Source: an optimization exercise on an open RTL-to-GDS flow (aim: small area). Production flows keep margins and buffers that such runs may drop.
The RTL was checked by simulation tests, not by an equivalence proof against the original design.

==> run Z <==
// snn_wrapper
module snn_wrapper(
        input clk,
        input rst,
        input [7:0] i_input_neurons,
        output [3:0] o_output_spike,
        output [29:0] o_hidden_spike
    );
==> module snn_wrapper, before the edit <==
module snn_wrapper(
        input clk,
        input rst,
        input [7:0] i_input_neurons,
        output [3:0] o_output_spike,
        output [29:0] o_hidden_spike
    );
    reg [9:0] tcnt;
    reg       tick_dn;     
    wire      tick = (tcnt == 10'h3ac);
    always @(posedge clk) begin
        if (rst || tick)
            tcnt <= 10'h001;
        else
            tcnt <= {tcnt[8:0], tcnt[9] ^ tcnt[6]};
        if (rst)
            tick_dn <= 1'b1;
        else
            tick_dn <= !tick;
    end
    reg  [7:0]  in_s;      
    reg  [29:0] hsn;       
    reg  [3:0]  osn;       
    reg         fresh;     
    always @(posedge clk)
        if (tick) in_s <= i_input_neurons;
    assign o_hidden_spike = ~(hsn | {30{tick_dn}});
    assign o_output_spike = ~(osn | {4{tick_dn}});
    wire        wbit;
    wire [1:0]  oj;
    wire [3:0]  oi;
    wire        ou, oud, op, ord, owr, owdone;
    snn_ring #(.N(4), .W(16), .JB(2), .IB(4), .ANY(1), .ARM0(1)) u_oring (
        .clk(clk), .rst(rst), .fresh(fresh), .start(!tick_dn), .wbit(wbit),
        .j(oj), .i(oi), .u(ou), .ud(oud), .p(op), .rd(ord), .wr(owr),
        .done(), .wdone(owdone)
    );
    wire [4:0]  hj;
    wire [3:0]  hi;
    wire        hu, hud, hp, hrd, hwr, hdone;
    snn_ring #(.N(30), .W(15), .JB(5), .IB(4), .ANY(0), .ARM0(0)) u_hring (
        .clk(clk), .rst(rst), .fresh(fresh), .start(owdone), .wbit(wbit),
        .j(hj), .i(hi), .u(hu), .ud(hud), .p(hp), .rd(hrd), .wr(hwr),
        .done(hdone), .wdone()
    );
    wire        om   = ord || owr;           
    wire [3:0]  i    = om ? oi : hi;
    wire        u    = om ? ou : hu;
    wire        ud   = om ? oud : hud;
    wire        bnd  = om ? (oi == 4'd15) : (hi == 4'd14);
    wire        zi   = om ? (oi == 4'd0) : (hi == 4'd1);    
    wire [30:0] orom;
    wire [8:0]  hrom;
    snn_rom_o u_rom_o (.j(oj), .i(oi), .d(orom));
    snn_rom_h u_rom_h (.j(hj), .i(hi), .d(hrom));
    wire [29:0] og = ~hsn & orom[29:0] & {30{om && !fresh}};
    wire [7:0]  hg = in_s & hrom[7:0] & {8{!om && !fresh}};
    wire [30:0] cb = {om ? orom[30] : hrom[8], og[29:8], og[7:0] | hg};
    reg  [4:0]  creg;      
    reg         breg;      
    reg         yreg;      
    reg  [2:0]  dh;        
    reg         preg;      
    wire [4:0]  cin = (i == 4'd0) ? 5'd0 : creg;
    wire [5:0]  sum;                     
    snn_csa_o u_sum (.b(cb), .c(cin), .s(sum));
    wire        xb  = sum[0];
    wire [1:0]  ds  = xb + !u + ((i == 4'd0) ? 1'b1 : breg);
    wire [2:0]  dht = creg[2:0] + u - 1'b1 + ds[1] - xb;
    wire        dd  = (i == 4'd0) ? dh[0] ^ creg[0] :
                      (i < 4'd4) ? dh[(i[1:0] == 2'd3) ? 2'd2 : i[1:0]] : ds[0];
    wire [1:0]  ys  = ud + dd + ((i == 4'd4) ? 1'b0 : yreg);
    assign wbit = preg ? zi : ys[0];
    always @(posedge clk) begin
        creg <= sum[5:1];
        breg <= ds[1];
        yreg <= ys[1];
        if (bnd) dh <= dht;
        else if (i == 4'd0) dh <= dh - creg[2:0];
        if (i == 4'd3) preg <= om ? op : hp;
        if (ord && oi == 4'd3) osn[oj] <= !op;
        if (hrd && hi == 4'd3) hsn <= {!hp, hsn[29:1]};    
        if (rst)
            fresh <= 1'b1;
        else if (hdone)
            fresh <= 1'b0;
    end
endmodule
export LEC_CHECK = 0
export ABC_AREA = 1
export CAP_MARGIN = 20
export CORE_MARGIN = 2
export CORE_UTILIZATION = 40
export GPL_TIMING_DRIVEN = 0
export PLACE_DENSITY = 0.6
export SETUP_SLACK_MARGIN = 0.3
export SLEW_MARGIN = 20
export SYNTH_MEMORY_MAX_BITS = 16384
create_clock -name core_clock -period 10.0 [get_ports {clk}]
standard.sh (not shown) runs the stock make flow with config.mk's settings and CLKGATE_MAP_FILE= SYNTH_SCRIPT=/design/flow/synth_recipe.tcl, a recipe that flattens the netlist after the stock synthesis.
==> flow/flow/run.sh <==
#!/bin/bash
# Standard synthesis (standard.sh synth), unchanged; then its combinational
# logic re-mapped for area by flow/reabc.tcl (registers kept instance for
# instance); then the standard layout (standard.sh finish) of that netlist,
# with buf_1 port buffers and a clock tree without dummy loads.
# Each tool's output goes to a log file of its own in this folder.
set -euo pipefail
R=orfs/results/$FLOW_PLATFORM/snn_wrapper/base
bash standard.sh synth > flow_synth.log 2>&1
cp $R/1_2_yosys.v flow_std_synth.v
KEEP="sky130_fd_sc_hd__df* sky130_fd_sc_hd__edf* sky130_fd_sc_hd__sdf* sky130_fd_sc_hd__sedf* sky130_fd_sc_hd__dl*"
YOSYS=$(command -v yosys || echo "$FLOW_HOME/../tools/install/yosys/bin/yosys")
LIB=$FLOW_HOME/platforms/$FLOW_PLATFORM/lib/sky130_fd_sc_hd__tt_025C_1v80.lib \
NETLIST=$R/1_2_yosys.v TOP=$FLOW_TOP KEEP_CELLS="$KEEP" ABC_SCRIPT=flow/area.abc \
ADDER_MAP=$FLOW_HOME/platforms/$FLOW_PLATFORM/cells_adders_hd.v \
  "$YOSYS" -c flow/reabc.tcl > flow_reabc.log 2>&1
rm -f $R/1_synth.odb $R/1_synth.sdc
bash standard.sh \
  "BUFFER_PORTS_ARGS=-buffer_cell sky130_fd_sc_hd__buf_1" \
  "CTS_ARGS=-sink_clustering_enable -repair_clock_nets -dont_use_dummy_load -buf_list sky130_fd_sc_hd__clkbuf_4 -sink_clustering_size 12 -sink_clustering_max_diameter 40" \
  finish > flow_make.log 2>&1
==> flow/flow/area.abc <==
&get -n
&st
&dch -f
&nf -R 1000 -p -F 8 -A 4 -C 32
&put
==> flow/flow/reabc.tcl <==
# Re-map the combinational logic of the standard synthesis netlist for
# area.  Flip-flops (KEEP_CELLS) are kept as they are, instance for
# instance, so the registers keep the standard synthesis's names and cell
# types.  The rest is flattened to gates, its full adders are extracted
# again onto the platform's adder cells (ADDER_MAP), and ABC maps the
# remaining logic with an area-oriented script (ABC_SCRIPT).
set lib $::env(LIB)
set net $::env(NETLIST)
yosys read_liberty -ignore_miss_func $lib
yosys setattr -mod -set blackbox 1 {*}$::env(KEEP_CELLS)
yosys read_verilog $net
yosys hierarchy -top $::env(TOP)
yosys flatten
yosys opt_clean
yosys techmap
yosys opt -fast
yosys extract_fa -fa
yosys techmap -map $::env(ADDER_MAP)
yosys opt -fast
yosys setattr -mod -set blackbox 1 sky130_fd_sc_hd__fa_1
yosys abc -liberty $lib -dont_use sky130_fd_sc_hd__lpflow_* -dont_use sky130_fd_sc_hd__probe* -script $::env(ABC_SCRIPT)
yosys opt_clean -purge
yosys hilomap -singleton -hicell sky130_fd_sc_hd__conb_1 HI -locell sky130_fd_sc_hd__conb_1 LO
yosys splitnets
yosys opt_clean -purge
yosys stat -liberty $lib
yosys write_verilog -noattr -noexpr -nohex -nodec $net
==> run R: changes against run Z <==
--- a/flow/design.v
+++ b/flow/design.v
@@ -753,7 +753,7 @@
         output [29:0] o_hidden_spike
     );
     reg [9:0] tcnt;
-    reg       tick_dn;     
+    reg       tick_d;
     wire      tick = (tcnt == 10'h3ac);
     always @(posedge clk) begin
         if (rst || tick)
@@ -761,24 +761,24 @@
         else
             tcnt <= {tcnt[8:0], tcnt[9] ^ tcnt[6]};
         if (rst)
-            tick_dn <= 1'b1;
+            tick_d <= 1'b0;
         else
-            tick_dn <= !tick;
+            tick_d <= tick;
     end
     reg  [7:0]  in_s;      
-    reg  [29:0] hsn;       
-    reg  [3:0]  osn;       
+    reg  [29:0] hs;        
+    reg  [3:0]  os;        
     reg         fresh;     
     always @(posedge clk)
         if (tick) in_s <= i_input_neurons;
-    assign o_hidden_spike = ~(hsn | {30{tick_dn}});
-    assign o_output_spike = ~(osn | {4{tick_dn}});
+    assign o_hidden_spike = hs & {30{tick_d}};
+    assign o_output_spike = os & {4{tick_d}};
     wire        wbit;
     wire [1:0]  oj;
     wire [3:0]  oi;
     wire        ou, oud, op, ord, owr, owdone;
     snn_ring #(.N(4), .W(16), .JB(2), .IB(4), .ANY(1), .ARM0(1)) u_oring (
-        .clk(clk), .rst(rst), .fresh(fresh), .start(!tick_dn), .wbit(wbit),
+        .clk(clk), .rst(rst), .fresh(fresh), .start(tick_d), .wbit(wbit),
         .j(oj), .i(oi), .u(ou), .ud(oud), .p(op), .rd(ord), .wr(owr),
         .done(), .wdone(owdone)
     );
@@ -800,33 +800,31 @@
     wire [8:0]  hrom;
     snn_rom_o u_rom_o (.j(oj), .i(oi), .d(orom));
     snn_rom_h u_rom_h (.j(hj), .i(hi), .d(hrom));
-    wire [29:0] og = ~hsn & orom[29:0] & {30{om && !fresh}};
+    wire [29:0] og = hs & orom[29:0] & {30{om && !fresh}};
     wire [7:0]  hg = in_s & hrom[7:0] & {8{!om && !fresh}};
     wire [30:0] cb = {om ? orom[30] : hrom[8], og[29:8], og[7:0] | hg};
     reg  [4:0]  creg;      
     reg         breg;      
     reg         yreg;      
-    reg  [2:0]  dh;        
+    reg  [3:0]  dh;        
     reg         preg;      
     wire [4:0]  cin = (i == 4'd0) ? 5'd0 : creg;
     wire [5:0]  sum;                     
     snn_csa_o u_sum (.b(cb), .c(cin), .s(sum));
     wire        xb  = sum[0];
     wire [1:0]  ds  = xb + !u + ((i == 4'd0) ? 1'b1 : breg);
-    wire [2:0]  dht = creg[2:0] + u - 1'b1 + ds[1] - xb;
-    wire        dd  = (i == 4'd0) ? dh[0] ^ creg[0] :
-                      (i < 4'd4) ? dh[(i[1:0] == 2'd3) ? 2'd2 : i[1:0]] : ds[0];
+    wire [6:0]  dhi = {2'b00, creg} - (({1'b0, sum} + 1'b1) >> 1) + u - 1'b1 + ds[1];
+    wire        dd  = (i < 4'd4) ? dh[i[1:0]] : ds[0];
     wire [1:0]  ys  = ud + dd + ((i == 4'd4) ? 1'b0 : yreg);
     assign wbit = preg ? zi : ys[0];
     always @(posedge clk) begin
         creg <= sum[5:1];
         breg <= ds[1];
         yreg <= ys[1];
-        if (bnd) dh <= dht;
-        else if (i == 4'd0) dh <= dh - creg[2:0];
+        if (bnd) dh <= dhi[3:0];
         if (i == 4'd3) preg <= om ? op : hp;
-        if (ord && oi == 4'd3) osn[oj] <= !op;
-        if (hrd && hi == 4'd3) hsn <= {!hp, hsn[29:1]};    
+        if (ord && oi == 4'd3) os[oj] <= op;
+        if (hrd && hi == 4'd3) hs <= {hp, hs[29:1]};    
         if (rst)
             fresh <= 1'b1;
         else if (hdone)
==> flow/flow/run.sh (replaced) <==
#!/bin/bash
# Standard layout, with a smaller port buffer and a clock tree without dummy loads.
set -euo pipefail
bash standard.sh \
  "BUFFER_PORTS_ARGS=-buffer_cell sky130_fd_sc_hd__buf_1" \
  "CTS_ARGS=-sink_clustering_enable -repair_clock_nets -dont_use_dummy_load -buf_list sky130_fd_sc_hd__clkbuf_8 -sink_clustering_size 20 -sink_clustering_max_diameter 60" \
  finish > flow_make.log 2>&1
- SETUP_SLACK_MARGIN: 0.3 -> default
removed: flow/flow/area.abc
removed: flow/flow/reabc.tcl
==> run X: changes against run Z <==
--- a/flow/design.v
+++ b/flow/design.v
@@ -753,7 +753,7 @@
         output [29:0] o_hidden_spike
     );
     reg [9:0] tcnt;
-    reg       tick_dn;     
+    reg       tick_d;
     wire      tick = (tcnt == 10'h3ac);
     always @(posedge clk) begin
         if (rst || tick)
@@ -761,24 +761,24 @@
         else
             tcnt <= {tcnt[8:0], tcnt[9] ^ tcnt[6]};
         if (rst)
-            tick_dn <= 1'b1;
+            tick_d <= 1'b0;
         else
-            tick_dn <= !tick;
+            tick_d <= tick;
     end
     reg  [7:0]  in_s;      
-    reg  [29:0] hsn;       
-    reg  [3:0]  osn;       
+    reg  [29:0] hs;        
+    reg  [3:0]  os;        
     reg         fresh;     
     always @(posedge clk)
         if (tick) in_s <= i_input_neurons;
-    assign o_hidden_spike = ~(hsn | {30{tick_dn}});
-    assign o_output_spike = ~(osn | {4{tick_dn}});
+    assign o_hidden_spike = hs & {30{tick_d}};
+    assign o_output_spike = os & {4{tick_d}};
     wire        wbit;
     wire [1:0]  oj;
     wire [3:0]  oi;
     wire        ou, oud, op, ord, owr, owdone;
     snn_ring #(.N(4), .W(16), .JB(2), .IB(4), .ANY(1), .ARM0(1)) u_oring (
-        .clk(clk), .rst(rst), .fresh(fresh), .start(!tick_dn), .wbit(wbit),
+        .clk(clk), .rst(rst), .fresh(fresh), .start(tick_d), .wbit(wbit),
         .j(oj), .i(oi), .u(ou), .ud(oud), .p(op), .rd(ord), .wr(owr),
         .done(), .wdone(owdone)
     );
@@ -800,7 +800,7 @@
     wire [8:0]  hrom;
     snn_rom_o u_rom_o (.j(oj), .i(oi), .d(orom));
     snn_rom_h u_rom_h (.j(hj), .i(hi), .d(hrom));
-    wire [29:0] og = ~hsn & orom[29:0] & {30{om && !fresh}};
+    wire [29:0] og = hs & orom[29:0] & {30{om && !fresh}};
     wire [7:0]  hg = in_s & hrom[7:0] & {8{!om && !fresh}};
     wire [30:0] cb = {om ? orom[30] : hrom[8], og[29:8], og[7:0] | hg};
     reg  [4:0]  creg;      
@@ -813,20 +813,18 @@
     snn_csa_o u_sum (.b(cb), .c(cin), .s(sum));
     wire        xb  = sum[0];
     wire [1:0]  ds  = xb + !u + ((i == 4'd0) ? 1'b1 : breg);
-    wire [2:0]  dht = creg[2:0] + u - 1'b1 + ds[1] - xb;
-    wire        dd  = (i == 4'd0) ? dh[0] ^ creg[0] :
-                      (i < 4'd4) ? dh[(i[1:0] == 2'd3) ? 2'd2 : i[1:0]] : ds[0];
+    wire [2:0]  dhi = creg[2:0] - ((sum[3:0] + 1'b1) >> 1) + u - 1'b1 + ds[1];
+    wire        dd  = (i < 4'd4) ? dh[(i[1:0] == 2'd3) ? 2'd2 : i[1:0]] : ds[0];
     wire [1:0]  ys  = ud + dd + ((i == 4'd4) ? 1'b0 : yreg);
     assign wbit = preg ? zi : ys[0];
     always @(posedge clk) begin
         creg <= sum[5:1];
         breg <= ds[1];
         yreg <= ys[1];
-        if (bnd) dh <= dht;
-        else if (i == 4'd0) dh <= dh - creg[2:0];
+        if (bnd) dh <= dhi;
         if (i == 4'd3) preg <= om ? op : hp;
-        if (ord && oi == 4'd3) osn[oj] <= !op;
-        if (hrd && hi == 4'd3) hsn <= {!hp, hsn[29:1]};    
+        if (ord && oi == 4'd3) os[oj] <= op;
+        if (hrd && hi == 4'd3) hs <= {hp, hs[29:1]};    
         if (rst)
             fresh <= 1'b1;
         else if (hdone)
==> flow/flow/run.sh (replaced) <==
#!/bin/bash
# Standard synthesis; its combinational logic re-mapped for area (flow/reabc.tcl);
# then the standard layout, with a small port buffer and a clock tree without
# dummy loads.  Each tool's output goes to a log file of its own here.
set -euo pipefail
R=orfs/results/$FLOW_PLATFORM/snn_wrapper/base
bash standard.sh synth > flow_synth.log 2>&1
cp $R/1_2_yosys.v flow_std_synth.v
KEEP="sky130_fd_sc_hd__df* sky130_fd_sc_hd__edf* sky130_fd_sc_hd__sdf* sky130_fd_sc_hd__sedf* sky130_fd_sc_hd__dl*"
YOSYS=$(command -v yosys || echo "$FLOW_HOME/../tools/install/yosys/bin/yosys")
LIB=$FLOW_HOME/platforms/$FLOW_PLATFORM/lib/sky130_fd_sc_hd__tt_025C_1v80.lib \
NETLIST=$R/1_2_yosys.v TOP=$FLOW_TOP KEEP_CELLS="$KEEP" ABC_SCRIPT=flow/area.abc \
  "$YOSYS" -c flow/reabc.tcl > flow_reabc.log 2>&1
rm -f $R/1_synth.odb $R/1_synth.sdc
bash standard.sh \
  "BUFFER_PORTS_ARGS=-buffer_cell sky130_fd_sc_hd__buf_1" \
  "CTS_ARGS=-sink_clustering_enable -repair_clock_nets -dont_use_dummy_load -buf_list sky130_fd_sc_hd__clkbuf_8 -sink_clustering_size 16 -sink_clustering_max_diameter 50" \
  finish > flow_make.log 2>&1
==> flow/flow/reabc.tcl (replaced) <==
# Re-map the combinational logic of the standard synthesis netlist with an
# area-oriented ABC script.  Flip-flops and latches (KEEP_CELLS) are
# kept as they are, instance for instance, so the registers keep the
# standard synthesis's names and cell types.
set lib $::env(LIB)
set net $::env(NETLIST)
yosys read_liberty -ignore_miss_func $lib
yosys setattr -mod -set blackbox 1 {*}$::env(KEEP_CELLS)
yosys read_verilog $net
yosys hierarchy -top $::env(TOP)
yosys flatten
yosys opt_clean
yosys abc -liberty $lib -dont_use sky130_fd_sc_hd__lpflow_* -dont_use sky130_fd_sc_hd__probe* -script $::env(ABC_SCRIPT)
yosys opt_clean -purge
yosys hilomap -singleton -hicell sky130_fd_sc_hd__conb_1 HI -locell sky130_fd_sc_hd__conb_1 LO
yosys splitnets
yosys opt_clean -purge
yosys stat -liberty $lib
yosys write_verilog -noattr -noexpr -nohex -nodec $net
- SETUP_SLACK_MARGIN: 0.3 -> default
==> summary of the runs <==
Between run Z and run X, the lower clock skew is in run Z (gap 0.0017 ns).
Cell area, lowest first: run Z, run X, run R.
Run R ran to the end with violations: negative setup slack. Run X passed the timing, design-rule and antenna checks. Run Z completed without violations.
Routed wire length, highest first: run R, run X, run Z.
Count of clock-buffer cells in the layout: run R < run X < run Z.
The lowest via count belongs to run Z, the highest to run R.
The highest final cell count belongs to run R, the lowest to run Z.
Setup slack: run X > run Z > run R.
==> figures <==
| item | run R | run Z | run X |
|---|---|---|---|
| Reg-to-reg critical path endpoint | dh[3]$_DFFE_PP_ | dh[2]$_DFFE_PP_ | dh[2]$_DFFE_PP_ |
| Highest Clock Rate | 0.0999 GHz | 0.104 GHz | 0.115 GHz |
| Detailed-routed wire length on met3 | 14.3 mm | 7.97 mm | 9.64 mm |
| Slowest-stage cell, CP | fa_1 | nor2_2 | dfxtp_1 |
| Aggregate routed wire length | 113 mm | 74.1 mm | 75.7 mm |
| Most heavily used metal layer in global routing | met2 | met1 | met1 |
| Total number of clock tree sinks | 603 | 602 | 602 |
| Endpoint of the worst hold path | u_oring.F[56]$_DFF_P_ | u_hring.F[327]$_DFF_P_ | u_oring.F[58]$_DFF_P_ |
| Final Critical Period | 10.01 ns | 9.63 ns | 8.69 ns |
| Worst-path clk slew | 0.12 ns | 0.10 ns | 0.09 ns |
| Result of the run | complete, but fails checks | finished clean | finished clean |
| Layout check failures | negative setup slack | - | - |
| Placed instance area | 23,500 um2 | 21,200 um2 | 21,600 um2 |
| Final number of setup-violating endpoints | 1 | 0 | 0 |
| Net Count, Synth | 2,685 | 1,913 | 1,965 |
| Non-clock buffer contribution to total cell area | 0.0328 | 0.0178 | 0.0236 |
| Starting utilization of the core area | 0.405 | 0.405 | 0.403 |

[port drivers added, routing unchanged]
In the flow no input, the clock included, has a driving cell. The finished layouts below were timed again as built, in two steps.
Step 1, drivers: a clkbuf_16 drives clk and a buf_2 each remaining input, both assumed.
Step 2 times the ports against the registers' clock, not the clock port: input delays grow and output delays shrink by t, the midpoint of the rising clock arrivals with the driver on.
Slacks: ideal ports / drivers / drivers and shift; pairs: ideal ports / drivers.
| run | shift t [ns] | setup slack, ns | clock arrival spread, ns | worst register clock-pin slew, ns |
|---|---|---|---|---|
| run Z | 0.777 | 0.374 / 0.374 / 0.374 | 0.120 / 0.119 | 0.12 / 0.12 |
| run R | 0.677 | -0.013 / -0.013 / -0.013 | 0.124 / 0.124 | 0.12 / 0.12 |
| run X | 0.651 | 1.306 / 1.306 / 1.306 | 0.088 / 0.087 | 0.10 / 0.10 |
